This design comes from an exercise in tuning for small area on the open sky130 flow, not from production work. The RTL was checked by simulation tests, not by an equivalence proof against the original design. No activity file was given, so power comes from the tool's default toggle rates.

File: flow/config.mk
export PLATFORM = sky130hd
export DESIGN_NAME = volume_meter
export DESIGN_NICKNAME = volume_meter
export VERILOG_FILES = /design/flow/design.v
export SDC_FILE = /design/flow/constraint.sdc
export NUM_CORES = 4
export LEC_CHECK = 0
export ABC_AREA = 1
export CAP_MARGIN = 20
export CORE_MARGIN = 2
export CORE_UTILIZATION = 40
export CTS_BUF_LIST = sky130_fd_sc_hd__clkbuf_8
export GPL_TIMING_DRIVEN = 0
export SLEW_MARGIN = 20
File: flow/constraint.sdc
create_clock -name core_clock -period 150.0 [get_ports {clk}]
set_input_delay 30.0000 -clock core_clock [delete_from_list [all_inputs] [get_ports {clk}]]
set_output_delay 30.0000 -clock core_clock [all_outputs]
set_load 0.01 [all_outputs]
File: flow/design.v
`timescale 1ns / 1ps
module averaging(
    input clk,
    input rst,
    input en,
    input take_average,
    input [9:0] waveform,
    output [9:0] averaged_waveform
    );
    reg [11:0] cnt1;
    reg [21:0] sum;
    reg [9:0] avg_reg;
    reg [6:0] rem_hi;
    reg pending;
    wire done = &{cnt1[11:7], cnt1[5], cnt1[0]};
    wire acc = take_average & ~done;
    wire start = en & ~acc & ~pending;
    wire [16:0] num = pending ? {rem_hi, avg_reg[4:0], sum[4:0]} : sum[21:5];
    wire [4:0] q;
    wire [12:0] w5, w4, w3, w2, w1, w0;
    wire [12:0] dv = {1'b0, cnt1};
    wire [12:0] r4, r3, r2, r1, r0;
    vm_divstep #(13) s4(.t(num[16:4]), .d(dv), .q(q[4]), .r(r4));
    vm_divstep #(13) s3(.t({r4[11:0], num[3]}), .d(dv), .q(q[3]), .r(r3));
    vm_divstep #(13) s2(.t({r3[11:0], num[2]}), .d(dv), .q(q[2]), .r(r2));
    vm_divstep #(13) s1(.t({r2[11:0], num[1]}), .d(dv), .q(q[1]), .r(r1));
    vm_divstep #(13) s0(.t({r1[11:0], num[0]}), .d(dv), .q(q[0]), .r(r0));
    assign averaged_waveform = pending ? {avg_reg[9:5], q} : avg_reg;
    wire [21:0] sum_next;
    wire c10;
    vm_add #(10) add_lo(.a(sum[9:0]), .b(waveform), .ci(1'b0), .s(sum_next[9:0]), .co(c10));
    vm_inc #(12) add_hi(.a(sum[21:10]), .ci(c10), .s(sum_next[21:10]));
    wire [11:0] cnt1_next;
    vm_inc #(12) inc(.a(cnt1), .ci(1'b1), .s(cnt1_next));
    always @(posedge clk) begin
        rem_hi <= r0[11:5];
        if (rst) begin
            sum <= 22'd0;
            cnt1 <= 12'd1;
            avg_reg <= 10'd0;
            pending <= 1'b0;
        end else begin
            pending <= start;
            if (en & acc) begin
                sum <= sum_next;
                cnt1 <= cnt1_next;
            end
            if (start)
                avg_reg <= {q, r0[4:0]};
            else if (pending)
                avg_reg[4:0] <= q;
        end
    end
endmodule
`timescale 1ns / 1ps
module LED_calibrate(
    input clk,
    input rst,
    input en_20k,
    input en_5Hz,
    input sw4,
    input btnC,
    input [9:0] wave,
    output reg [9:0] new_threshold,
    output reg [9:0] interval
    );
    reg [9:0] base;
    reg [4:0] LEDs_needed;
    reg [9:0] difference;
    wire [9:0] average;
    averaging averaged(clk, rst, en_20k, sw4, wave, average);
    wire [9:0] q;
    wire [4:0] r9, r8, r7, r6, r5, r4, r3, r2, r1, r0;
    vm_divstep #(5) d9(.t({4'd0, difference[9]}), .d(LEDs_needed), .q(q[9]), .r(r9));
    vm_divstep #(5) d8(.t({r9[3:0], difference[8]}), .d(LEDs_needed), .q(q[8]), .r(r8));
    vm_divstep #(5) d7(.t({r8[3:0], difference[7]}), .d(LEDs_needed), .q(q[7]), .r(r7));
    vm_divstep #(5) d6(.t({r7[3:0], difference[6]}), .d(LEDs_needed), .q(q[6]), .r(r6));
    vm_divstep #(5) d5(.t({r6[3:0], difference[5]}), .d(LEDs_needed), .q(q[5]), .r(r5));
    vm_divstep #(5) d4(.t({r5[3:0], difference[4]}), .d(LEDs_needed), .q(q[4]), .r(r4));
    vm_divstep #(5) d3(.t({r4[3:0], difference[3]}), .d(LEDs_needed), .q(q[3]), .r(r3));
    vm_divstep #(5) d2(.t({r3[3:0], difference[2]}), .d(LEDs_needed), .q(q[2]), .r(r2));
    vm_divstep #(5) d1(.t({r2[3:0], difference[1]}), .d(LEDs_needed), .q(q[1]), .r(r1));
    vm_ge #(5) d0(.a({r1[3:0], difference[0]}), .b(LEDs_needed), .ge(q[0]));
    wire [9:0] ratio = q & {10{|LEDs_needed}};
    wire diff_small = (difference[9:4] == 6'd0);
    wire lt_n;
    vm_ge #(10) cmp(.a(wave), .b(average), .ge(lt_n));
    wire lt = ~lt_n;
    wire [9:0] base_sw;
    wire unused_co;
    vm_add #(10) add(.a(wave), .b(average & {10{lt}}), .ci(1'b0), .s(base_sw), .co(unused_co));
    always @(posedge clk) begin
        if (rst) begin
            base <= 10'd575;
            new_threshold <= 10'd575;
            difference <= 10'd0;
            LEDs_needed <= 5'd0;
            interval <= 10'd28;
        end else if (en_5Hz) begin
            if (sw4)
                base <= base_sw;
            else if (btnC)
                base <= 10'd575;
            new_threshold <= base;
            difference <= ~new_threshold;
            LEDs_needed <= diff_small ? {1'b0, difference[3:0]} : 5'd16;
            if (btnC)
                interval <= ratio;
            else if (sw4)
                interval <= diff_small ? 10'd1 : ratio;
        end
    end
endmodule
`timescale 1ns / 1ps
module volume_indicator(
    input clk,
    input rst,
    input en_20k,
    input en_5Hz,
    input sw4,
    input btnC,
    input [9:0] wave,
    output [15:0] LED,
    output [9:0] base,
    output [9:0] interval
    );
    reg [3:0] level;
    LED_calibrate calibrate(clk, rst, en_20k, en_5Hz, sw4, btnC, wave, base, interval);
    wire [9:0] e;
    wire above;
    wire [9:0] nb = ~base;
    vm_add #(10) ge_(.a(wave), .b(nb), .ci(1'b0), .s(e), .co(above));
    wire wrap;
    wire [9:0] unused_s;
    vm_add #(10) top(.a(base), .b(interval), .ci(1'b0), .s(unused_s), .co(wrap));
    wire [3:0] q;
    wire [6:0] r3;
    wire [7:0] r2;
    wire [8:0] r1;
    wire q3g, q2g, q1g;
    vm_sub #(7) q3s(.a(e[9:3]), .b(interval[6:0]), .d(r3), .ge(q3g));
    assign q[3] = q3g & (interval[9:7] == 3'd0);
    wire [6:0] m3 = q[3] ? r3 : e[9:3];
    vm_sub #(8) q2s(.a({m3, e[2]}), .b(interval[7:0]), .d(r2), .ge(q2g));
    assign q[2] = q2g & (interval[9:8] == 2'd0);
    wire [7:0] m2 = q[2] ? r2 : {m3, e[2]};
    vm_sub #(9) q1s(.a({m2, e[1]}), .b(interval[8:0]), .d(r1), .ge(q1g));
    assign q[1] = q1g & ~interval[9];
    wire [8:0] m1 = q[1] ? r1 : {m2, e[1]};
    vm_ge #(10) q0s(.a({m1, e[0]}), .b(interval), .ge(q[0]));
    wire [3:0] next_level = !above ? 4'd0 : wrap ? 4'd2 : (q == 4'd15) ? 4'd15 : q + 4'd1;
    always @(posedge clk) begin
        if (rst)
            level <= 4'd0;
        else if (en_5Hz)
            level <= next_level;
    end
    genvar i;
    generate
        for (i = 0; i < 16; i = i + 1) begin : bar
            assign LED[i] = (level >= ((i == 0) ? 1 : i));
        end
    endgenerate
endmodule
`timescale 1ns / 1ps
module volume_meter(
    input clk,
    input rst,
    input en_20k,
    input en_5hz,
    input sw4,
    input btnC,
    input [9:0] wave,
    output [15:0] led,
    output [9:0] threshold,
    output [9:0] interval
    );
    volume_indicator vi(
        .clk(clk), .rst(rst), .en_20k(en_20k), .en_5Hz(en_5hz),
        .sw4(sw4), .btnC(btnC), .wave(wave),
        .LED(led), .base(threshold), .interval(interval)
    );
endmodule
module vm_sub #(parameter W = 8) (
    input [W-1:0] a,
    input [W-1:0] b,
    output [W-1:0] d,
    output ge
    );
    wire [W:0] c;
    assign c[0] = 1'b1;
    genvar i;
    generate
        for (i = 0; i < W; i = i + 1) begin : bit_
            assign d[i] = a[i] ^ ~b[i] ^ c[i];
            assign c[i+1] = (a[i] & ~b[i]) | (c[i] & (a[i] | ~b[i]));
        end
    endgenerate
    assign ge = c[W];
endmodule
module vm_ge #(parameter W = 8) (
    input [W-1:0] a,
    input [W-1:0] b,
    output ge
    );
    wire [W:0] c;
    assign c[0] = 1'b1;
    genvar i;
    generate
        for (i = 0; i < W; i = i + 1) begin : bit_
            assign c[i+1] = (a[i] & ~b[i]) | (c[i] & (a[i] | ~b[i]));
        end
    endgenerate
    assign ge = c[W];
endmodule
module vm_add #(parameter W = 8) (
    input [W-1:0] a,
    input [W-1:0] b,
    input ci,
    output [W-1:0] s,
    output co
    );
    wire [W:0] c;
    assign c[0] = ci;
    genvar i;
    generate
        for (i = 0; i < W; i = i + 1) begin : bit_
            assign s[i] = a[i] ^ b[i] ^ c[i];
            assign c[i+1] = (a[i] & b[i]) | (c[i] & (a[i] | b[i]));
        end
    endgenerate
    assign co = c[W];
endmodule
module vm_inc #(parameter W = 8) (
    input [W-1:0] a,
    input ci,
    output [W-1:0] s
    );
    wire [W:0] c;
    assign c[0] = ci;
    genvar i;
    generate
        for (i = 0; i < W; i = i + 1) begin : bit_
            assign s[i] = a[i] ^ c[i];
            assign c[i+1] = a[i] & c[i];
        end
    endgenerate
endmodule
module vm_divstep #(parameter W = 8) (
    input [W-1:0] t,
    input [W-1:0] d,
    output q,
    output [W-1:0] r
    );
    wire [W-1:0] diff;
    vm_sub #(W) s(.a(t), .b(d), .d(diff), .ge(q));
    assign r = q ? diff : t;
endmodule
File: flow/flow/run.sh
#!/bin/bash
# Standard layout, except that the combinational logic of the standard
# synthesis netlist is re-mapped with an area-oriented ABC script before
# floorplanning (flow/remap.tcl, flow/remap.abc), and the make variables in
# flow/extra_args (one per line) are added to the layout steps.
# Flip-flops (instances, names, cell types) are kept as synthesis made them.
set -euo pipefail
W=$PWD
R=$W/orfs/results/$FLOW_PLATFORM/volume_meter/base
bash standard.sh synth > $W/synth.log 2>&1
cp $R/1_2_yosys.v $W/standard_1_2_yosys.v
REMAP_LIB=$FLOW_HOME/platforms/$FLOW_PLATFORM/lib/sky130_fd_sc_hd__tt_025C_1v80.lib \
REMAP_IN=$W/standard_1_2_yosys.v REMAP_OUT=$W/remap_1_2_yosys.v \
REMAP_SCRIPT=$W/flow/remap.abc REMAP_TOP=$FLOW_TOP \
  yosys -c $W/flow/remap.tcl > $W/remap.log 2>&1
cp $W/remap_1_2_yosys.v $R/1_2_yosys.v
rm -f $R/1_synth.odb $R/1_synth.sdc
extra=()
if [[ -f $W/flow/extra_args ]]; then
  while IFS= read -r line; do [[ -n $line ]] && extra+=("$line"); done < $W/flow/extra_args
fi
bash standard.sh "${extra[@]}" finish > $W/layout.log 2>&1
File: flow/flow/extra_args
BUFFER_PORTS_ARGS=-buffer_cell sky130_fd_sc_hd__buf_1
CTS_ARGS=-sink_clustering_enable -repair_clock_nets -buf_list sky130_fd_sc_hd__clkbuf_8 -dont_use_dummy_load -sink_buffer_max_cap_derate 1.0 -sink_clustering_size 50 -sink_clustering_max_diameter 400
File: flow/flow/remap.abc
strash; ifraig; dc2; dch -f; amap -m; topo
File: flow/flow/remap.tcl
# Re-map the combinational logic of the standard synthesis netlist with an
# area-oriented ABC script. Flip-flops stay as they are (same instances,
# names and cell types).
set lib $::env(REMAP_LIB)
set in $::env(REMAP_IN)
set out $::env(REMAP_OUT)
set script $::env(REMAP_SCRIPT)
yosys read_liberty -ignore_miss_func $lib
yosys read_verilog $in
yosys hierarchy -top $::env(REMAP_TOP)
# keep sequential and tie cells as black boxes
yosys blackbox sky130_fd_sc_hd__df* sky130_fd_sc_hd__edf* sky130_fd_sc_hd__sdf* sky130_fd_sc_hd__dl* sky130_fd_sc_hd__conb_1
yosys flatten
yosys rename -hide w:_*_.*
yosys opt_clean -purge
yosys abc -liberty $lib -script $script -dont_use *probe* -dont_use *lpflow* -dont_use *clkdly* -dont_use *dlygate* -dont_use *dlymetal* -dont_use *clkbuf* -dont_use *clkinv*
yosys opt_clean -purge
yosys hilomap -singleton -hicell sky130_fd_sc_hd__conb_1 HI -locell sky130_fd_sc_hd__conb_1 LO
yosys insbuf -buf sky130_fd_sc_hd__buf_1 A X
yosys splitnets
yosys opt_clean -purge
yosys tee -o $out.stat stat -liberty $lib
yosys write_verilog -noattr -nohex -nodec -noexpr $out
File: flow/standard.sh
#!/bin/bash
# synth_recipe.tcl (not shown) runs the flow's synth.tcl, then flattens the netlist and writes it again
# the make line also repeats each setting of config.mk as NAME=value (left out here)
make -C /OpenROAD-flow-scripts/flow DESIGN_CONFIG=/design/flow/config.mk WORK_HOME=/design/flow/orfs CLKGATE_MAP_FILE= SYNTH_SCRIPT=/design/flow/synth_recipe.tcl "${@:-finish}"
==> results of run 1 <==
[final timing paths]
check | from | end | slack (ns)
min reg2reg | vi.calibrate.base[3] | vi.calibrate.new_threshold[3] | 0.46
min | vi.calibrate.base[3] | vi.calibrate.new_threshold[3] | 0.46
max reg2reg | vi.calibrate.averaged.pending | vi.calibrate.base[9] | 119.30
max | wave[1] | vi.level[0] | 109.20
[placed cells by master (no fill, tap or decap), types with 3 or more instances in the layout]
| cell | count |
|---|---|
| buf_1 | 52 |
| a221oi_1 | 10 |
| o22a_1 | 18 |
| dfxtp_1 | 101 |
| a32oi_1 | 6 |
| a22o_1 | 3 |
| nor3_1 | 25 |
| a21oi_1 | 175 |
| o21ai_0 | 132 |
| clkbuf_8 | 9 |
| xnor2_1 | 3 |
| or3_1 | 3 |
| inv_1 | 158 |
| nor2_1 | 370 |
| o21a_1 | 7 |
| nor2b_1 | 29 |
| or2_0 | 3 |
| o211ai_1 | 5 |
| and2_0 | 8 |
| a211oi_1 | 21 |
| nand2_1 | 140 |
| o32ai_1 | 7 |
| o221ai_1 | 10 |
| o22ai_1 | 145 |
| a22oi_1 | 11 |
| a31oi_1 | 11 |
| a222oi_1 | 3 |
[through the flow]
| stage | hold slack, ns | cell area (um^2) | total power, mW | util | instances |
|---|---|---|---|---|---|
| after global routing | 0.480 | 9220 | 0.112 | 0.440 | 1772 |
| final | 0.460 | 9220 | 0.102 | 0.440 | 1772 |
| after CTS | 0.465 | 9210 | 0.101 | 0.439 | 1770 |
| after floorplan | 0.420 | 8490 | 0.0756 | - | 1431 |
| after global placement | 0.442 | 9020 | 0.0848 | 0.431 | 1757 |
| after detailed placement | 0.450 | 9080 | 0.0866 | 0.433 | 1761 |
[worst register-to-register path, delay by kind of cell (launching register included)]
family                 cells  cell delay [ns]
AO/OA/AOI/OAI             74            16.95
AND/OR/NAND/NOR           73             9.25
buffers and inverters     13             3.39
flip-flops                 1             1.00
[area by class of cell]
class                      instances  share of cell area
buffer                             2            0.000814
sequential                       101               0.219
multi-input combinational       1170               0.638
inverter                         158              0.0643
tap                              275              0.0373
clock buffer                       9              0.0134
timing repair buffer              57              0.0273
[power by group]
group | internal (mW) | leakage (nW) | switching, mW
registers | 0.0291 | 0.826 | 0.00177
clock network | 0.00542 | 0.0647 | 0.00940
logic | 0.0208 | 2.70 | 0.0352
[routing by layer]
| layer | GRT usage | routed length (um) |
|---|---|---|
| met5 | 0 | 0 |
| met4 | 0.0585 | 497 |
| met3 | 0.0375 | 1140 |
| met2 | 0.400 | 12300 |
| met1 | 0.305 | 12100 |
==> impl_metrics.csv, run 1 <==
group,metric,value,unit
run_status,outcome,"timing/DRC/antenna clean",
sta,setup-violations-final,0,
placement,pre_cts_slack,108.27,ns
job,cap_violations,0,
layout,drive_gt1_frac,0.0127,
critical_path,criticalPathCategory,"in -> reg",
power,p_leak,3.59,nW
synth,yosysWarnings,3,
cts,postCtsHoldBufs,0,
cts,post-cts-setup-buffers,0,
layout,fill_cells,2283,
sta,slew_viol_final,0,
critical_path,crit_top_cell,"nor2_1",
sta,finClkSkew,0.0317,ns
power,vdd_drop_max,0.00512,mV
route,drc,0,
global_route,grt_pass1_wl,42500,um
sta,relSlewSlack,0.302,
route,vias,9924,
layout,top_regs,"vi.calibrate.averaged.sum x22, vi.calibrate.averaged.cnt1 x12",
cts,cts_buffer_depth,2,
floorplanning,num_rows,53,
route,via_per_inst,5.60,
global_route,grt_pass1_vias,8646,
sta,min_period_over_period,0.272,
cts,cts_buffers,9,
placement,portBuffers,51,
critical_path,path_max_fanout,11,
layout,synthToLayoutAreaGrowth,8.64,%
critical_path,crit_path_top_delay_cell,"o221ai_1",
synth,syn_area,0.00849,mm^2
layout,multiInputGateArea,0.00588,mm^2
sta,min_period,40.80,ns
route,postRouteWirelength,26000,um
critical_path,crit_path_end_kind,"register",
floorplanning,die_w,150,um
sta,tightest_slew,1.05,ns
layout,antenna_cells,0,
placement,place_congestion,0.869,
critical_path,max_stage_delay,0.68,ns
cts,cts_tree,"built",
layout,seq_area,0.00202,mm^2
cts,postCtsResizedCells,0,
critical_path,crit_required,150.23,ns
sta,hold_violations,0,
global_route,grt_max_degree,34,
floorplanning,fp.dieH,150,um
sta,setup_ws,109.20,ns
route,drt-initial-drc-count,510,
cts,clkTransAtPathRegs,0.12,ns
route,wire_per_inst,14.7,um
floorplanning,io_pins,52,
synth,syn_nets,1447,
critical_path,critPathBufInv,8,
floorplanning,start_util,0.405,
sta,rsz0062_at_grt,"no",
route,first_pass_iters,5,
critical_path,cp_data_arrival_time,41.02,ns
cts,root_buffer,"clkbuf_8",
layout,top_register,"vi.calibrate.averaged.sum",
route,ant_nets,0,
floorplanning,core,0.0210,mm^2
layout,largest_reg_flops,22,
layout,fin_nets,1515,
cts,cts_max_level,3,
floorplanning,die-area,0.0224,mm^2
min_path,hold_path.class,"reg -> reg",
critical_path,startpoint_type,"input port",
global_route,grt_use_total,0.233,
min_path,worstHoldPathCells,1,
critical_path,worstRegToRegCells,160,
placement,dpl.hpwl,19700,um
synth,syn_inst,1431,
cts,clock_sinks,101,
critical_path,worstSetupPathDepth,69,
power,p_per_area,11.0,mW/mm^2
cts,clk-insertion-delay-late,0.41,ns
sta,max_freq,0.0245,GHz
sta,finalSetupTns,0,ns
critical_path,crit_family,"compound AO/OA/AOI/OAI gates",
global_route,grt_overflow_total,0,
global_route,antenna_found_initial,0,
synth,avgSynthCellArea,5.93,um^2
==> run 2: changes to the inputs <==
==> flow/flow/extra_args (replaced) <==
BUFFER_PORTS_ARGS=-buffer_cell sky130_fd_sc_hd__buf_1
CTS_ARGS=-repair_clock_nets -buf_list sky130_fd_sc_hd__clkbuf_8 -dont_use_dummy_load
==> flow/flow/remap.abc (replaced) <==
strash; ifraig; balance -l; resub -K 6 -l; rewrite -l; resub -K 6 -N 2 -l; refactor -l; resub -K 8 -l; balance -l; resub -K 8 -N 2 -l; rewrite -l; resub -K 10 -l; rewrite -z -l; resub -K 10 -N 2 -l; balance -l; resub -K 12 -l; refactor -z -l; resub -K 12 -N 2 -l; rewrite -z -l; balance -l; balance -l; resub -K 6 -l; rewrite -l; resub -K 6 -N 2 -l; refactor -l; resub -K 8 -l; balance -l; resub -K 8 -N 2 -l; rewrite -l; resub -K 10 -l; rewrite -z -l; resub -K 10 -N 2 -l; balance -l; resub -K 12 -l; refactor -z -l; resub -K 12 -N 2 -l; rewrite -z -l; balance -l; balance -l; resub -K 6 -l; rewrite -l; resub -K 6 -N 2 -l; refactor -l; resub -K 8 -l; balance -l; resub -K 8 -N 2 -l; rewrite -l; resub -K 10 -l; rewrite -z -l; resub -K 10 -N 2 -l; balance -l; resub -K 12 -l; refactor -z -l; resub -K 12 -N 2 -l; rewrite -z -l; balance -l; balance -l; resub -K 6 -l; rewrite -l; resub -K 6 -N 2 -l; refactor -l; resub -K 8 -l; balance -l; resub -K 8 -N 2 -l; rewrite -l; resub -K 10 -l; rewrite -z -l; resub -K 10 -N 2 -l; balance -l; resub -K 12 -l; refactor -z -l; resub -K 12 -N 2 -l; rewrite -z -l; balance -l; dch; amap -m -F 2 -A 4; topo
==> impl_metrics.csv, run 2 <==
group,metric,value,unit
run_status,outcome,"timing/DRC/antenna clean",
min_path,holdPathEnd,"vi.calibrate.new_threshold[6]",
floorplanning,io_pins,52,
layout,antenna_cells,0,
global_route,grt_use_total,0.234,
layout,fill_cells,2140,
route,drt-initial-drc-count,507,
sta,hold_violations,0,
route,via_per_inst,5.82,
route,first_pass_iters,5,
cts,cts_tree,"built",
route,postRouteWirelength,24700,um
power,p_seq_frac,0.161,
placement,dpl.hpwl,18800,um
min_path,worstHoldPathCells,2,
synth,syn_nets,1270,
route,vias,9208,
layout,fin_nets,1334,
critical_path,crit_path_end_kind,"register",
critical_path,max_stage_delay,0.50,ns
power,p_per_area,23.9,mW/mm^2
floorplanning,die_w,145,um
sta,rsz0062_at_grt,"no",
layout,layout_commonest_cell,"o22ai_1",
cts,cts_max_level,3,
critical_path,r2r_start,"vi.calibrate.averaged.pending",
critical_path,crit_path_start,"wave[0]",
floorplanning,die-area,0.0211,mm^2
critical_path,r2r_end,"vi.calibrate.base[9]",
sta,min_period_over_period,0.283,
power,vdd_drop_max,0.0212,mV
critical_path,crit_family,"compound AO/OA/AOI/OAI gates",
cts,clk-insertion-delay-late,0.40,ns
floorplanning,fp.dieH,145,um
placement,place_congestion,0.826,
route,drc,0,
sta,tightest_slew,1.02,ns
critical_path,crit_required,150.27,ns
power,comb_power_share,0.768,
global_route,grt_overflow_total,0,
critical_path,crit_path_top_delay_cell,"a21oi_1",
cts,root_buffer,"clkbuf_8",
cts,post-cts-setup-buffers,0,
layout,largest_reg_flops,22,
cts,cts_buffer_depth,2,
critical_path,worstRegToRegCells,143,
route,ant_nets,0,
critical_path,startpoint_type,"input port",
cts,cts_buffers,9,
floorplanning,num_rows,51,
layout,top_register,"vi.calibrate.averaged.sum",
sta,finClkSkew,0.0285,ns
cts,postCtsResizedCells,0,
sta,max_freq,0.0236,GHz
cts,clkTransAtPathRegs,0.11,ns
critical_path,r2r_setup_slack,122.87,ns
sta,finalSetupTns,0,ns
global_route,grt_pass1_wl,41000,um
synth,syn_inst,1254,
global_route,antenna_found_initial,1,
power,p_leak,3.23,nW
global_route,grt_max_degree,29,
layout,top_regs,"vi.calibrate.averaged.sum x22, vi.calibrate.averaged.cnt1 x12",
layout,drive_gt1_frac,0.0129,
min_path,hold_start,"vi.calibrate.base[6]",
sta,fin_hold_ws,0.445,ns
sta,relSlewSlack,0.320,
synth,syn_area,0.00796,mm^2
power,internal_power,0.0926,mW
cts,postCtsHoldBufs,0,
cts,clock_sinks,101,
global_route,grt_pass1_vias,8361,
layout,layout_common_cells,"o22ai_1 (178), o21ai_0 (175), nor2_1 (167)",
sta,min_period,42.43,ns
job,cap_violations,0,
synth,avgSynthCellArea,6.35,um^2
floorplanning,core,0.0195,mm^2
route,wire_per_inst,15.6,um
synth,yosysWarnings,3,
sta,slew_viol_final,0,
min_path,hold_path.class,"reg -> reg",
critical_path,critPathBufInv,4,
power,netSwitchingPower,0.114,mW
power,power_switching_share,0.552,
layout,synthToLayoutAreaGrowth,8.75,%
critical_path,cp_data_arrival_time,42.70,ns
power,power_frac_clock,0.071,
floorplanning,start_util,0.408,
placement,portBuffers,51,
critical_path,crit_top_cell,"nor2_1",
critical_path,path_max_fanout,12,
sta,setup-violations-final,0,
critical_path,criticalPathCategory,"in -> reg",
==> run 2: cell types whose count changed in the layout (fill, tap and decap cells not counted), sizes merged, moves of 10 or more <==
cell and change:
nor2b -15, o21ai +40, a21oi -60, o22ai +33, nand2 +16, nor3 -11, inv -10, nor2 -203
a22oi +18
==> run 2: worst max-delay path by stage <==
| stage | to | slack [ns] | depth (start not counted) |
|---|---|---|---|
| 2_1_floorplan | vi.level[1] | 109.83 | 66 |
| 3_3_place_gp | vi.level[1] | 107.72 | 67 |
| 3_5_place_dp | vi.level[1] | 107.43 | 67 |
| 4_1_cts | vi.level[1] | 107.78 | 67 |
| 5_1_grt | vi.level[3] | 105.93 | 67 |
| 6_report | vi.level[1] | 107.57 | 67 |
==> run 2: power groups by stage <==
stage,logic [mW],clock network [mW],registers [mW]
after floorplan,0.122,0,0.0333
after global placement,0.151,0,0.0339
after detailed placement,0.157,0,0.0339
after CTS,0.157,0.0151,0.0333
after global routing,0.181,0.0159,0.0337
final,0.159,0.0147,0.0333
==> run 2: tightest hold or removal path, delay by kind of cell, from the launching register on <==
kind,cells,cell delay [ns]
flip-flops,1,0.30
AO/OA/AOI/OAI,1,0.07
buffers and inverters,1,0.06
==> run 2: cell type report <==
type | count | area [um^2] | share of cell area
Multi-Input combinational cell | 1003 | 5410 | 0.625
Sequential cell | 101 | 2020 | 0.233
Inverter | 148 | 556 | 0.0641
Tap cell | 265 | 332 | 0.0383
Timing Repair Buffer | 53 | 211 | 0.0244
Clock buffer | 9 | 124 | 0.0143
Buffer | 2 | 7.51 | 0.000867
==> run 2: routing by layer <==
layer / wire length [um] / GRT usage
met1: 11200 / 0.295
met2: 11800 / 0.418
met3: 1100 / 0.0343
met4: 586 / 0.0627
met5: 0 / 0
==> run 2: metrics by stage <==
step                 util  power [mW]  setup WS [ns]  instance area [um^2]  instances
floorplan               -       0.155         109.83                  7960       1254
global placement    0.435       0.185         107.72                  8490       1570
detailed placement  0.437       0.190         107.43                  8530       1572
CTS                 0.443       0.206         107.78                  8660       1581
global route        0.444       0.231         105.93                  8660       1581
finish              0.444       0.207         107.57                  8660       1581
==> run 3: changes to the inputs <==
==> flow/flow/extra_args (replaced) <==
BUFFER_PORTS_ARGS=-buffer_cell sky130_fd_sc_hd__buf_1
CTS_ARGS=-sink_clustering_enable -repair_clock_nets -buf_list sky130_fd_sc_hd__clkbuf_8 -dont_use_dummy_load
==> impl_metrics.csv, run 3 <==
group,metric,value,unit
cts,postCtsResizedCells,0,
floorplanning,die-area,0.0211,mm^2
cts,post-cts-setup-buffers,0,
global_route,grt_pass1_wl,41000,um
cts,root_buffer,"clkbuf_8",
layout,layout_commonest_cell,"o22ai_1",
power,p_leak,3.23,nW
floorplanning,io_pins,52,
route,drc,0,
synth,syn_area,0.00796,mm^2
sta,finalSetupTns,0,ns
sta,min_period,42.43,ns
run_status,outcome,"timing/DRC/antenna clean",
layout,drive_gt1_frac,0.0129,
synth,yosysWarnings,3,
route,wire_per_inst,15.6,um
sta,rsz0062_at_grt,"no",
sta,relSlewSlack,0.320,
floorplanning,num_rows,51,
cts,cts_max_level,3,
floorplanning,fp.dieH,145,um
global_route,grt_use_total,0.234,
critical_path,r2r_start,"vi.calibrate.averaged.pending",
cts,clkTransAtPathRegs,0.11,ns
critical_path,criticalPathCategory,"in -> reg",
sta,setup-violations-final,0,
critical_path,max_stage_delay,0.50,ns
cts,cts_buffers,9,
critical_path,r2r_setup_slack,122.87,ns
job,cap_violations,0,
global_route,grt_max_degree,29,
route,vias,9208,
route,via_per_inst,5.82,
critical_path,crit_path_top_delay_cell,"a21oi_1",
power,vdd_drop_max,0.0212,mV
critical_path,crit_top_cell,"nor2_1",
sta,finClkSkew,0.0285,ns
power,p_per_area,23.9,mW/mm^2
layout,top_register,"vi.calibrate.averaged.sum",
global_route,grt_overflow_total,0,
synth,avgSynthCellArea,6.35,um^2
sta,hold_violations,0,
min_path,hold_path.class,"reg -> reg",
layout,top_regs,"vi.calibrate.averaged.sum x22, vi.calibrate.averaged.cnt1 x12",
route,first_pass_iters,5,
cts,cts_buffer_depth,2,
min_path,hold_start,"vi.calibrate.base[6]",
placement,dpl.hpwl,18800,um
critical_path,path_max_fanout,12,
critical_path,crit_path_end_kind,"register",
layout,antenna_cells,0,
floorplanning,die_w,145,um
sta,min_period_over_period,0.283,
sta,setup_ws,107.57,ns
layout,synthToLayoutAreaGrowth,8.75,%
placement,pre_cts_slack,107.43,ns
floorplanning,start_util,0.408,
layout,layout_common_cells,"o22ai_1 (178), o21ai_0 (175), nor2_1 (167)",
route,drt-initial-drc-count,507,
cts,clk-insertion-delay-late,0.40,ns
synth,syn_inst,1254,
critical_path,crit_required,150.27,ns
synth,syn_nets,1270,
layout,fill_cells,2140,
cts,clock_sinks,101,
global_route,grt_pass1_vias,8361,
placement,place_congestion,0.826,
route,ant_nets,0,
route,postRouteWirelength,24700,um
cts,cts_tree,"built",
global_route,antenna_found_initial,1,
layout,fin_nets,1334,
critical_path,startpoint_type,"input port",
sta,slew_viol_final,0,
critical_path,cp_data_arrival_time,42.70,ns
layout,largest_reg_flops,22,
sta,max_freq,0.0236,GHz
sta,tightest_slew,1.02,ns
placement,portBuffers,51,
critical_path,crit_path_start,"wave[0]",
floorplanning,core,0.0195,mm^2
cts,postCtsHoldBufs,0,
==> run 3: cell counts in the layout (fill, tap and decap cells not counted) <==
No cell type changed its count.
==> run 3: critical path, delay by kind of cell <==
kind	cells	cell delay (ns)
AOI/OAI and AO/OA	40	8.78
and+or+nand+nor	23	2.98
buffers and inverters	4	0.93
==> run 3: report_power, final <==
group / total, mW / leakage [nW] / switching (mW) / internal, mW
sequential: 0.0333 / 0.825 / 0.00233 / 0.0310
clock: 0.0147 / 0.0647 / 0.00925 / 0.00541
combinational: 0.159 / 2.34 / 0.103 / 0.0562
==> run 3: path summary, 6_finish.rpt <==
check             cells after the start                             to
hold reg to reg                       2  vi.calibrate.new_threshold[6]
setup / recovery                     67                    vi.level[1]
setup reg to reg                    143           vi.calibrate.base[9]
hold / removal                        2  vi.calibrate.new_threshold[6]
==> run 3: metal layers <==
metal	track usage	vias to the layer above	share of wire
met2	0.418	180	0.48
met3	0.0343	31	0.045
met1	0.295	4187	0.45
li1	-	4810	-
met5	0	-	0
met4	0.0627	0	0.024
==> run 3: cell type report <==
class	instances	area (um^2)	area share
multi-input combinational	1003	5410	0.625
sequential	101	2020	0.233
inverter	148	556	0.0641
tap	265	332	0.0383
timing repair buffer	53	211	0.0244
clock buffer	9	124	0.0143
buffer	2	7.51	0.000867
==> run 3: per-stage QoR <==
step	instance area [um^2]	cells	power [mW]	utilization	hold WS, ns
after detailed placement	8530	1572	0.190	0.437	0.446
after global placement	8490	1570	0.185	0.435	0.440
after CTS	8660	1581	0.206	0.443	0.445
after floorplan	7960	1254	0.155	-	0.424
final	8660	1581	0.207	0.444	0.445
after global routing	8660	1581	0.231	0.444	0.457
==> run 4: changes to the inputs <==
--- a/flow/design.v
+++ b/flow/design.v
@@ -28,10 +28,11 @@
     assign averaged_waveform = pending ? {avg_reg[9:5], q} : avg_reg;
     wire [21:0] sum_next;
     wire c10;
-    vm_add #(10) add_lo(.a(sum[9:0]), .b(waveform), .ci(1'b0), .s(sum_next[9:0]), .co(c10));
+    wire take = en & acc;
+    vm_add #(10) add_lo(.a(sum[9:0]), .b(waveform & {10{take}}), .ci(1'b0), .s(sum_next[9:0]), .co(c10));
     vm_inc #(12) add_hi(.a(sum[21:10]), .ci(c10), .s(sum_next[21:10]));
     wire [11:0] cnt1_next;
-    vm_inc #(12) inc(.a(cnt1), .ci(1'b1), .s(cnt1_next));
+    vm_inc #(12) inc(.a(cnt1), .ci(take), .s(cnt1_next));
     always @(posedge clk) begin
         rem_hi <= r0[11:5];
         if (rst) begin
@@ -41,10 +42,8 @@
             pending <= 1'b0;
         end else begin
             pending <= start;
-            if (en & acc) begin
-                sum <= sum_next;
-                cnt1 <= cnt1_next;
-            end
+            sum <= sum_next;
+            cnt1 <= cnt1_next;
             if (start)
                 avg_reg <= {q, r0[4:0]};
             else if (pending)
==> flow/flow/remap.abc (replaced) <==
strash; ifraig; balance -l; resub -K 6 -l; rewrite -l; resub -K 6 -N 2 -l; refactor -l; resub -K 8 -l; balance -l; resub -K 8 -N 2 -l; rewrite -l; resub -K 10 -l; rewrite -z -l; resub -K 10 -N 2 -l; balance -l; resub -K 12 -l; refactor -z -l; resub -K 12 -N 2 -l; rewrite -z -l; balance -l; balance -l; resub -K 6 -l; rewrite -l; resub -K 6 -N 2 -l; refactor -l; resub -K 8 -l; balance -l; resub -K 8 -N 2 -l; rewrite -l; resub -K 10 -l; rewrite -z -l; resub -K 10 -N 2 -l; balance -l; resub -K 12 -l; refactor -z -l; resub -K 12 -N 2 -l; rewrite -z -l; balance -l; balance -l; resub -K 6 -l; rewrite -l; resub -K 6 -N 2 -l; refactor -l; resub -K 8 -l; balance -l; resub -K 8 -N 2 -l; rewrite -l; resub -K 10 -l; rewrite -z -l; resub -K 10 -N 2 -l; balance -l; resub -K 12 -l; refactor -z -l; resub -K 12 -N 2 -l; rewrite -z -l; balance -l; balance -l; resub -K 6 -l; rewrite -l; resub -K 6 -N 2 -l; refactor -l; resub -K 8 -l; balance -l; resub -K 8 -N 2 -l; rewrite -l; resub -K 10 -l; rewrite -z -l; resub -K 10 -N 2 -l; balance -l; resub -K 12 -l; refactor -z -l; resub -K 12 -N 2 -l; rewrite -z -l; balance -l; &get -n; &deepsyn -T 60; &put; balance -l; resub -K 6 -l; rewrite -l; resub -K 6 -N 2 -l; refactor -l; resub -K 8 -l; balance -l; resub -K 8 -N 2 -l; rewrite -l; resub -K 10 -l; rewrite -z -l; resub -K 10 -N 2 -l; balance -l; resub -K 12 -l; refactor -z -l; resub -K 12 -N 2 -l; rewrite -z -l; balance -l; &get -n; &deepsyn -T 60; &put; balance -l; resub -K 6 -l; rewrite -l; resub -K 6 -N 2 -l; refactor -l; resub -K 8 -l; balance -l; resub -K 8 -N 2 -l; rewrite -l; resub -K 10 -l; rewrite -z -l; resub -K 10 -N 2 -l; balance -l; resub -K 12 -l; refactor -z -l; resub -K 12 -N 2 -l; rewrite -z -l; balance -l; dch; amap -m -F 2 -A 4; topo
--- a/flow/config.mk
+++ b/flow/config.mk
@@ -6,9 +6,9 @@
 export NUM_CORES = 4
 export LEC_CHECK = 0
 export ABC_AREA = 1
-export CAP_MARGIN = 20
+export CAP_MARGIN = 0
 export CORE_MARGIN = 2
 export CORE_UTILIZATION = 40
 export CTS_BUF_LIST = sky130_fd_sc_hd__clkbuf_8
 export GPL_TIMING_DRIVEN = 0
-export SLEW_MARGIN = 20
+export SLEW_MARGIN = 0
==> impl_metrics.csv, run 4 <==
group,metric,value,unit
run_status,outcome,"timing/DRC/antenna clean",
layout,antenna_cells,0,
placement,dpl.hpwl,17300,um
placement,portBuffers,51,
critical_path,crit_path_start,"wave[1]",
route,via_per_inst,5.58,
sta,finClkSkew,0.0351,ns
global_route,grt_pass1_wl,36700,um
power,total_power,0.0837,mW
global_route,grt_pass1_vias,7589,
global_route,grt_overflow_total,0,
sta,slew_viol_final,0,
sta,rsz0062_at_grt,"no",
cts,postCtsHoldBufs,0,
layout,layout_common_cells,"nor2_1 (269), o21ai_0 (145), nand2_1 (133)",
route,first_pass_iters,5,
route,drt-initial-drc-count,503,
power,power_switching_share,0.428,
power,p_per_area,9.89,mW/mm^2
synth,yosysWarnings,3,
sta,hold_violations,0,
floorplanning,io_pins,52,
cts,postCtsResizedCells,0,
cts,cts_buffer_depth,2,
floorplanning,num_rows,50,
cts,clkTransAtPathRegs,0.10,ns
min_path,hold_start,"vi.calibrate.averaged.sum[21]",
cts,root_buffer,"clkbuf_8",
sta,relSlewSlack,0.287,
job,cap_violations,0,
min_path,hold_path.class,"reg -> reg",
critical_path,cp_data_arrival_time,42.24,ns
global_route,antenna_found_initial,0,
power,netSwitchingPower,0.0358,mW
floorplanning,die_w,143,um
power,power_frac_clock,0.172,
power,comb_power_share,0.460,
synth,syn_inst,1237,
cts,clock_sinks,101,
floorplanning,core,0.0189,mm^2
global_route,grt_max_degree,43,
layout,fill_cells,2002,
layout,synthToLayoutAreaGrowth,8.89,%
sta,max_freq,0.0238,GHz
critical_path,path_max_fanout,8,
power,p_leak,3.15,nW
sta,finalSetupTns,0,ns
sta,min_period,41.99,ns
synth,syn_nets,1253,
power,internal_power,0.0479,mW
route,ant_nets,0,
layout,top_regs,"vi.calibrate.averaged.sum x22, vi.calibrate.averaged.cnt1 x12",
sta,setup_ws,108.01,ns
route,wire_per_inst,14.3,um
placement,place_congestion,0.837,
synth,syn_area,0.00777,mm^2
sta,min_period_over_period,0.280,
power,vdd_drop_max,0.00500,mV
critical_path,startpoint_type,"input port",
layout,fin_nets,1318,
floorplanning,start_util,0.411,
critical_path,crit_path_end_kind,"register",
sta,setup-violations-final,0,
sta,fin_hold_ws,0.453,ns
critical_path,crit_top_cell,"nor2_1",
route,vias,8700,
layout,drive_gt1_frac,0.0123,
floorplanning,fp.dieH,143,um
cts,clk-insertion-delay-late,0.39,ns
placement,pre_cts_slack,107.66,ns
route,postRouteWirelength,22300,um
route,drc,0,
critical_path,max_stage_delay,0.49,ns
layout,top_register,"vi.calibrate.averaged.sum",
layout,largest_reg_flops,22,
cts,post-cts-setup-buffers,0,
sta,tightest_slew,1.07,ns
power,p_seq_frac,0.368,
synth,avgSynthCellArea,6.28,um^2
critical_path,criticalPathCategory,"in -> reg",
critical_path,crit_required,150.25,ns
global_route,grt_use_total,0.220,
critical_path,crit_path_top_delay_cell,"nor2_1",
cts,cts_max_level,3,
cts,cts_buffers,9,
floorplanning,die-area,0.0205,mm^2
cts,cts_tree,"built",
critical_path,r2r_start,"vi.calibrate.averaged.pending",
layout,layout_commonest_cell,"nor2_1",
-- run 4: layout make-up --
cell class	count	area, um^2	share of cell area
repair buffers	54	226	0.0268
plain buffers	2	7.51	0.000888
clock buffers	9	124	0.0146
multi-input cells	1026	5350	0.632
well taps	260	325	0.0385
flip-flops and latches	101	2020	0.239
inverters	108	405	0.0479
-- run 4: critical path, delay by kind of cell --
kind	cells	cell delay, ns
AO/OA/AOI/OAI	37	7.17
buffers and inverters	8	1.29
AND/OR/NAND/NOR	33	3.80
-- run 4: final timing paths --
kind	slack [ns]	to	depth (start not counted)
min	0.45	vi.calibrate.averaged.sum[21]	1
max	108.01	vi.level[1]	78
min reg2reg	0.45	vi.calibrate.averaged.sum[21]	1
max reg2reg	120.47	vi.calibrate.base[9]	159
-- run 4: stage by stage --
step	instance area, um^2	std cells	util
after floorplan	7770	1237	-
after global placement	8280	1548	0.438
after detailed placement	8330	1551	0.441
after CTS	8460	1560	0.448
after global routing	8460	1560	0.448
final	8460	1560	0.448
-- run 4: routing by layer --
metal  up-vias  GRT usage  part of all wire
met5         -          0                 0
met4         0     0.0485             0.012
met3        18     0.0330             0.034
met2       136      0.372              0.45
met1      3916      0.296              0.50
li1       4630          -                 -
-- run 4: power by group through the flow --
stage                     Clock [mW]  Sequential, mW  Combinational, mW
after floorplan                    0          0.0309             0.0301
after global placement             0          0.0314             0.0373
after detailed placement           0          0.0314             0.0382
after CTS                     0.0149          0.0308             0.0384
after global routing          0.0156          0.0311             0.0441
final                         0.0144          0.0308             0.0385
==> run 5: changes to the inputs <==
--- a/flow/config.mk
+++ b/flow/config.mk
@@ -6,9 +6,9 @@
 export NUM_CORES = 4
 export LEC_CHECK = 0
 export ABC_AREA = 1
-export CAP_MARGIN = 0
+export CAP_MARGIN = 20
 export CORE_MARGIN = 2
 export CORE_UTILIZATION = 40
 export CTS_BUF_LIST = sky130_fd_sc_hd__clkbuf_8
 export GPL_TIMING_DRIVEN = 0
-export SLEW_MARGIN = 0
+export SLEW_MARGIN = 20
==> impl_metrics.csv, run 5 <==
group,metric,value,unit
run_status,outcome,"timing/DRC/antenna clean",
layout,antenna_cells,0,
sta,hold_violations,0,
layout,fin_nets,1319,
placement,portBuffers,51,
route,first_pass_iters,5,
floorplanning,io_pins,52,
route,wire_per_inst,14.3,um
route,drc,0,
synth,syn_nets,1253,
critical_path,crit_path_end_kind,"register",
critical_path,crit_path_top_delay_cell,"nor2_1",
sta,setup-violations-final,0,
critical_path,criticalPathCategory,"in -> reg",
placement,dpl.hpwl,17400,um
sta,fin_hold_ws,0.454,ns
sta,tightest_slew,1.04,ns
power,p_per_area,9.91,mW/mm^2
sta,setup_ws,107.91,ns
cts,clkTransAtPathRegs,0.09,ns
floorplanning,die-area,0.0205,mm^2
critical_path,startpoint_type,"input port",
critical_path,cp_data_arrival_time,42.33,ns
layout,synthToLayoutAreaGrowth,9.15,%
critical_path,crit_required,150.24,ns
synth,avgSynthCellArea,6.28,um^2
global_route,grt_pass1_wl,36900,um
power,internal_power,0.0480,mW
critical_path,path_max_fanout,8,
global_route,grt_max_degree,29,
cts,postCtsResizedCells,0,
sta,relSlewSlack,0.304,
floorplanning,die_w,143,um
route,via_per_inst,5.56,
sta,finalSetupTns,0,ns
route,drt-initial-drc-count,481,
layout,top_register,"vi.calibrate.averaged.sum",
sta,finClkSkew,0.0312,ns
cts,cts_tree,"built",
cts,clk-insertion-delay-late,0.39,ns
power,p_seq_frac,0.367,
cts,cts_buffers,9,
cts,root_buffer,"clkbuf_8",
cts,post-cts-setup-buffers,0,
global_route,grt_use_total,0.220,
layout,postLayoutCoreUtil,0.449,
placement,place_congestion,0.837,
global_route,antenna_found_initial,0,
route,vias,8678,
sta,rsz0062_at_grt,"no",
power,power_switching_share,0.428,
route,ant_nets,0,
cts,cts_max_level,3,
cts,postCtsHoldBufs,0,
power,p_leak,3.16,nW
sta,slew_viol_final,0,
synth,syn_area,0.00777,mm^2
power,netSwitchingPower,0.0360,mW
power,power_frac_clock,0.173,
layout,drive_gt1_frac,0.0138,
sta,max_freq,0.0238,GHz
global_route,grt_pass1_vias,7610,
critical_path,max_stage_delay,0.49,ns
cts,clock_sinks,101,
route,postRouteWirelength,22300,um
floorplanning,core,0.0189,mm^2
sta,min_period,42.09,ns
layout,layout_common_cells,"nor2_1 (269), o21ai_0 (145), nand2_1 (133)",
global_route,grt_overflow_total,0,
power,comb_power_share,0.461,
layout,top_regs,"vi.calibrate.averaged.sum x22, vi.calibrate.averaged.cnt1 x12",
synth,syn_inst,1237,
critical_path,crit_top_cell,"nor2_1",
min_path,hold_path.class,"reg -> reg",
job,cap_violations,0,
floorplanning,fp.dieH,143,um
synth,yosysWarnings,3,
placement,pre_cts_slack,107.63,ns
power,vdd_drop_max,0.00414,mV
floorplanning,num_rows,50,
floorplanning,start_util,0.411,
layout,largest_reg_flops,22,
sta,min_period_over_period,0.281,
cts,cts_buffer_depth,2,
layout,layout_commonest_cell,"nor2_1",
==> run 5: layout make-up <==
| class | instances | area, um^2 |
|---|---|---|
| Fill cell | 2011 | 10400 |
| Multi-Input combinational cell | 1026 | 5350 |
| Timing Repair Buffer | 55 | 243 |
| Buffer | 2 | 7.51 |
| Clock buffer | 9 | 124 |
| Sequential cell | 101 | 2020 |
| Inverter | 108 | 405 |
| Tap cell | 260 | 325 |
==> run 5: power groups by stage <==
stage | combinational (mW) | clock, mW | sequential, mW
finish | 0.0387 | 0.0145 | 0.0308
global route | 0.0447 | 0.0160 | 0.0311
CTS | 0.0386 | 0.0150 | 0.0308
detailed placement | 0.0384 | 0 | 0.0314
global placement | 0.0373 | 0 | 0.0314
floorplan | 0.0301 | 0 | 0.0309
==> run 5: critical path: cells and delay by family <==
family | cells | cell delay [ns]
buffers and inverters | 8 | 1.31
AND/OR/NAND/NOR | 33 | 3.81
AO/OA/AOI/OAI | 37 | 7.16
==> run 5: worst paths after layout <==
| path | cells past startpoint | end | slack, ns | startpoint |
|---|---|---|---|---|
| worst max-delay path | 78 | vi.level[1] | 107.91 | wave[1] |
| worst min-delay path | 1 | vi.calibrate.averaged.sum[21] | 0.45 | vi.calibrate.averaged.sum[21] |
| worst max register to register | 158 | vi.calibrate.base[9] | 120.29 | vi.calibrate.averaged.pending |
| worst min register to register | 1 | vi.calibrate.averaged.sum[21] | 0.45 | vi.calibrate.averaged.sum[21] |
==> run 5: per-stage QoR <==
| stage | cell area, um^2 | power [mW] | std cells |
|---|---|---|---|
| final | 8480 | 0.0840 | 1561 |
| after global routing | 8480 | 0.0917 | 1561 |
| after CTS | 8480 | 0.0843 | 1561 |
| after detailed placement | 8350 | 0.0698 | 1552 |
| after global placement | 8280 | 0.0687 | 1548 |
| after floorplan | 7770 | 0.0610 | 1237 |
==> run 5: routing by layer <==
metal  track usage  vias up  wire length, um  part of all wire
met5             0        -                0                 0
met4        0.0346        0              184            0.0083
met3        0.0347       18              754             0.034
met2         0.376      128            10200              0.46
met1         0.300     3900            11100              0.50
li1              -     4632                -                 -
==> run 6: changes to the inputs <==
--- a/flow/design.v
+++ b/flow/design.v
@@ -28,11 +28,10 @@
     assign averaged_waveform = pending ? {avg_reg[9:5], q} : avg_reg;
     wire [21:0] sum_next;
     wire c10;
-    wire take = en & acc;
-    vm_add #(10) add_lo(.a(sum[9:0]), .b(waveform & {10{take}}), .ci(1'b0), .s(sum_next[9:0]), .co(c10));
+    vm_add #(10) add_lo(.a(sum[9:0]), .b(waveform), .ci(1'b0), .s(sum_next[9:0]), .co(c10));
     vm_inc #(12) add_hi(.a(sum[21:10]), .ci(c10), .s(sum_next[21:10]));
     wire [11:0] cnt1_next;
-    vm_inc #(12) inc(.a(cnt1), .ci(take), .s(cnt1_next));
+    vm_inc #(12) inc(.a(cnt1), .ci(1'b1), .s(cnt1_next));
     always @(posedge clk) begin
         rem_hi <= r0[11:5];
         if (rst) begin
@@ -42,8 +41,10 @@
             pending <= 1'b0;
         end else begin
             pending <= start;
-            sum <= sum_next;
-            cnt1 <= cnt1_next;
+            if (en & acc) begin
+                sum <= sum_next;
+                cnt1 <= cnt1_next;
+            end
             if (start)
                 avg_reg <= {q, r0[4:0]};
             else if (pending)
==> impl_metrics.csv, run 6 <==
group,metric,value,unit
run_status,outcome,"timing/DRC/antenna clean",
route,via_per_inst,5.70,
critical_path,crit_required,150.21,ns
global_route,grt_overflow_total,0,
critical_path,crit_path_end_kind,"register",
layout,drive_gt1_frac,0.0108,
route,drt-initial-drc-count,621,
global_route,antenna_found_initial,0,
layout,antenna_cells,0,
power,internal_power,0.0465,mW
floorplanning,die_w,144,um
sta,slew_viol_final,0,
critical_path,criticalPathCategory,"in -> reg",
layout,fin_nets,1315,
floorplanning,fp.dieH,144,um
floorplanning,core,0.0193,mm^2
min_path,hold_path.class,"reg -> reg",
placement,place_congestion,0.850,
cts,root_buffer,"clkbuf_8",
critical_path,cp_data_arrival_time,43.12,ns
route,wire_per_inst,15.0,um
power,comb_power_share,0.435,
layout,fill_cells,2131,
synth,yosysWarnings,3,
power,total_power,0.0791,mW
route,first_pass_iters,5,
sta,relSlewSlack,0.311,
sta,setup-violations-final,0,
power,netSwitchingPower,0.0327,mW
critical_path,startpoint_type,"input port",
placement,dpl.hpwl,18000,um
critical_path,path_max_fanout,9,
route,ant_nets,0,
layout,top_register,"vi.calibrate.averaged.sum",
layout,layout_commonest_cell,"nor2_1",
sta,rsz0062_at_grt,"no",
sta,min_period,42.92,ns
cts,clk-insertion-delay-late,0.39,ns
floorplanning,num_rows,51,
power,p_seq_frac,0.386,
sta,tightest_slew,1.02,ns
synth,syn_area,0.00779,mm^2
floorplanning,start_util,0.404,
power,p_per_area,9.37,mW/mm^2
layout,layout_common_cells,"nor2_1 (269), o21ai_0 (141), nand2_1 (127)",
sta,hold_violations,0,
cts,clkTransAtPathRegs,0.08,ns
critical_path,crit_top_cell,"o21ai_0",
placement,portBuffers,51,
route,postRouteWirelength,23500,um
sta,max_freq,0.0233,GHz
power,power_switching_share,0.413,
placement,dpl_cell_area,0.00832,mm^2
cts,cts_max_level,3,
global_route,grt_pass1_wl,38500,um
sta,finClkSkew,0.0280,ns
layout,final_cell_area,0.00845,mm^2
route,vias,8899,
job,cap_violations,0,
floorplanning,die-area,0.0206,mm^2
power,p_leak,3.17,nW
cts,cts_buffer_depth,2,
floorplanning,io_pins,52,
global_route,grt_use_total,0.230,
cts,clock_sinks,101,
power,power_frac_clock,0.179,
route,drc,0,
synth,syn_inst,1237,
sta,fin_hold_ws,0.462,ns
layout,top_regs,"vi.calibrate.averaged.sum x22, vi.calibrate.averaged.cnt1 x12",
critical_path,crit_path_top_delay_cell,"o21ai_0",
layout,largest_reg_flops,22,
cts,cts_tree,"built",
cts,cts_buffers,9,
global_route,grt_pass1_vias,7808,
cts,postCtsResizedCells,0,
layout,synthToLayoutAreaGrowth,8.47,%
sta,finalSetupTns,0,ns
synth,avgSynthCellArea,6.30,um^2
synth,syn_nets,1253,
cts,post-cts-setup-buffers,0,
global_route,grt_max_degree,30,
cts,postCtsHoldBufs,0,
sta,min_period_over_period,0.286,
power,vdd_drop_max,0.00437,mV
critical_path,max_stage_delay,0.80,ns
run 6: metrics by stage:
stage / setup WS (ns) / utilization / instances
after floorplan: 109.54 / - / 1237
after global placement: 107.06 / 0.431 / 1553
after detailed placement: 106.92 / 0.432 / 1553
after CTS: 107.25 / 0.438 / 1562
after global routing: 105.32 / 0.438 / 1562
final: 107.08 / 0.438 / 1562
run 6: final timing paths:
| path | from | endpoint | slack [ns] | cells after the start |
|---|---|---|---|---|
| worst max register to register | vi.calibrate.averaged.pending | vi.calibrate.base[9] | 120.79 | 150 |
| worst min-delay path | vi.calibrate.averaged.sum[21] | vi.calibrate.averaged.sum[21] | 0.46 | 1 |
| worst min register to register | vi.calibrate.averaged.sum[21] | vi.calibrate.averaged.sum[21] | 0.46 | 1 |
| worst max-delay path | wave[1] | vi.level[1] | 107.08 | 75 |
run 6: critical path: cells and delay by family:
kind                      cells  cell delay [ns]
and+or+nand+nor              28             3.28
xor gates and xnor gates      1             0.21
AOI/OAI and AO/OA            41             8.38
buffers and inverters         5             1.26
run 6: per-layer routing:
| layer | up-vias | part of all wire | global-route usage |
|---|---|---|---|
| met5 | - | 0 | 0 |
| met4 | 0 | 0.016 | 0.0511 |
| met3 | 26 | 0.050 | 0.0290 |
| met2 | 193 | 0.47 | 0.396 |
| met1 | 4038 | 0.46 | 0.306 |
| li1 | 4642 | - | - |
run 6: power groups by stage:
stage	combinational (mW)	sequential, mW	clock, mW
2_1_floorplan	0.0269	0.0307	0
3_3_place_gp	0.0334	0.0311	0
4_1_cts	0.0342	0.0305	0.0145
3_5_place_dp	0.0341	0.0311	0
6_report	0.0345	0.0305	0.0141
5_1_grt	0.0395	0.0308	0.0154
run 6: cell type report:
type | count | area (um^2) | share of cell area
buffer | 2 | 7.51 | 0.000889
clock buffer | 9 | 124 | 0.0147
inverter | 111 | 417 | 0.0493
multi-input combinational | 1023 | 5350 | 0.634
tap | 265 | 332 | 0.0393
timing repair buffer | 51 | 193 | 0.0228
sequential | 101 | 2020 | 0.239

what the ideal ports hide:
The results above use ideal ports. As a check the final layouts listed here were re-extracted and re-timed, cells and wires unchanged. Step 1 assumes that a clkbuf_16 drives the clock port and a buf_2 every other input. Step 2 adds t to the input delays and takes it off the output delays; t is the mean of the earliest and latest rising clock arrival at the registers after step 1. Input paths then give back, and output paths get back, about the clock's delay inside the block. Slacks: ideal ports / drivers / drivers and shift; pairs: ideal ports / drivers.
| run | shift t [ns] | slack for setup (ns) | worst hold slack (ns) | worst data-port slew with drivers (ns) | pins driven straight from the clock port |
|---|---|---|---|---|---|
| run 1 | 0.436 | 109.203 / 109.206 / 108.770 | 0.460 / 0.460 / 0.460 | 0.05 | 1 |
| run 2 | 0.427 | 107.570 / 107.566 / 107.138 | 0.445 / 0.445 / 0.445 | 0.04 | 1 |
| run 3 | 0.427 | 107.570 / 107.566 / 107.138 | 0.445 / 0.445 / 0.445 | 0.04 | 1 |
| run 4 | 0.415 | 108.007 / 108.027 / 107.612 | 0.453 / 0.453 / 0.453 | 0.04 | 1 |
| run 5 | 0.415 | 107.912 / 107.930 / 107.515 | 0.454 / 0.454 / 0.454 | 0.04 | 1 |
| run 6 | 0.405 | 107.080 / 107.091 / 106.686 | 0.462 / 0.462 / 0.462 | 0.05 | 1 |
After both steps every run listed still meets setup and hold. The setup slack of run 1, which loses most, moves by +0.003 ns with the drivers and by -0.433 ns with both steps.
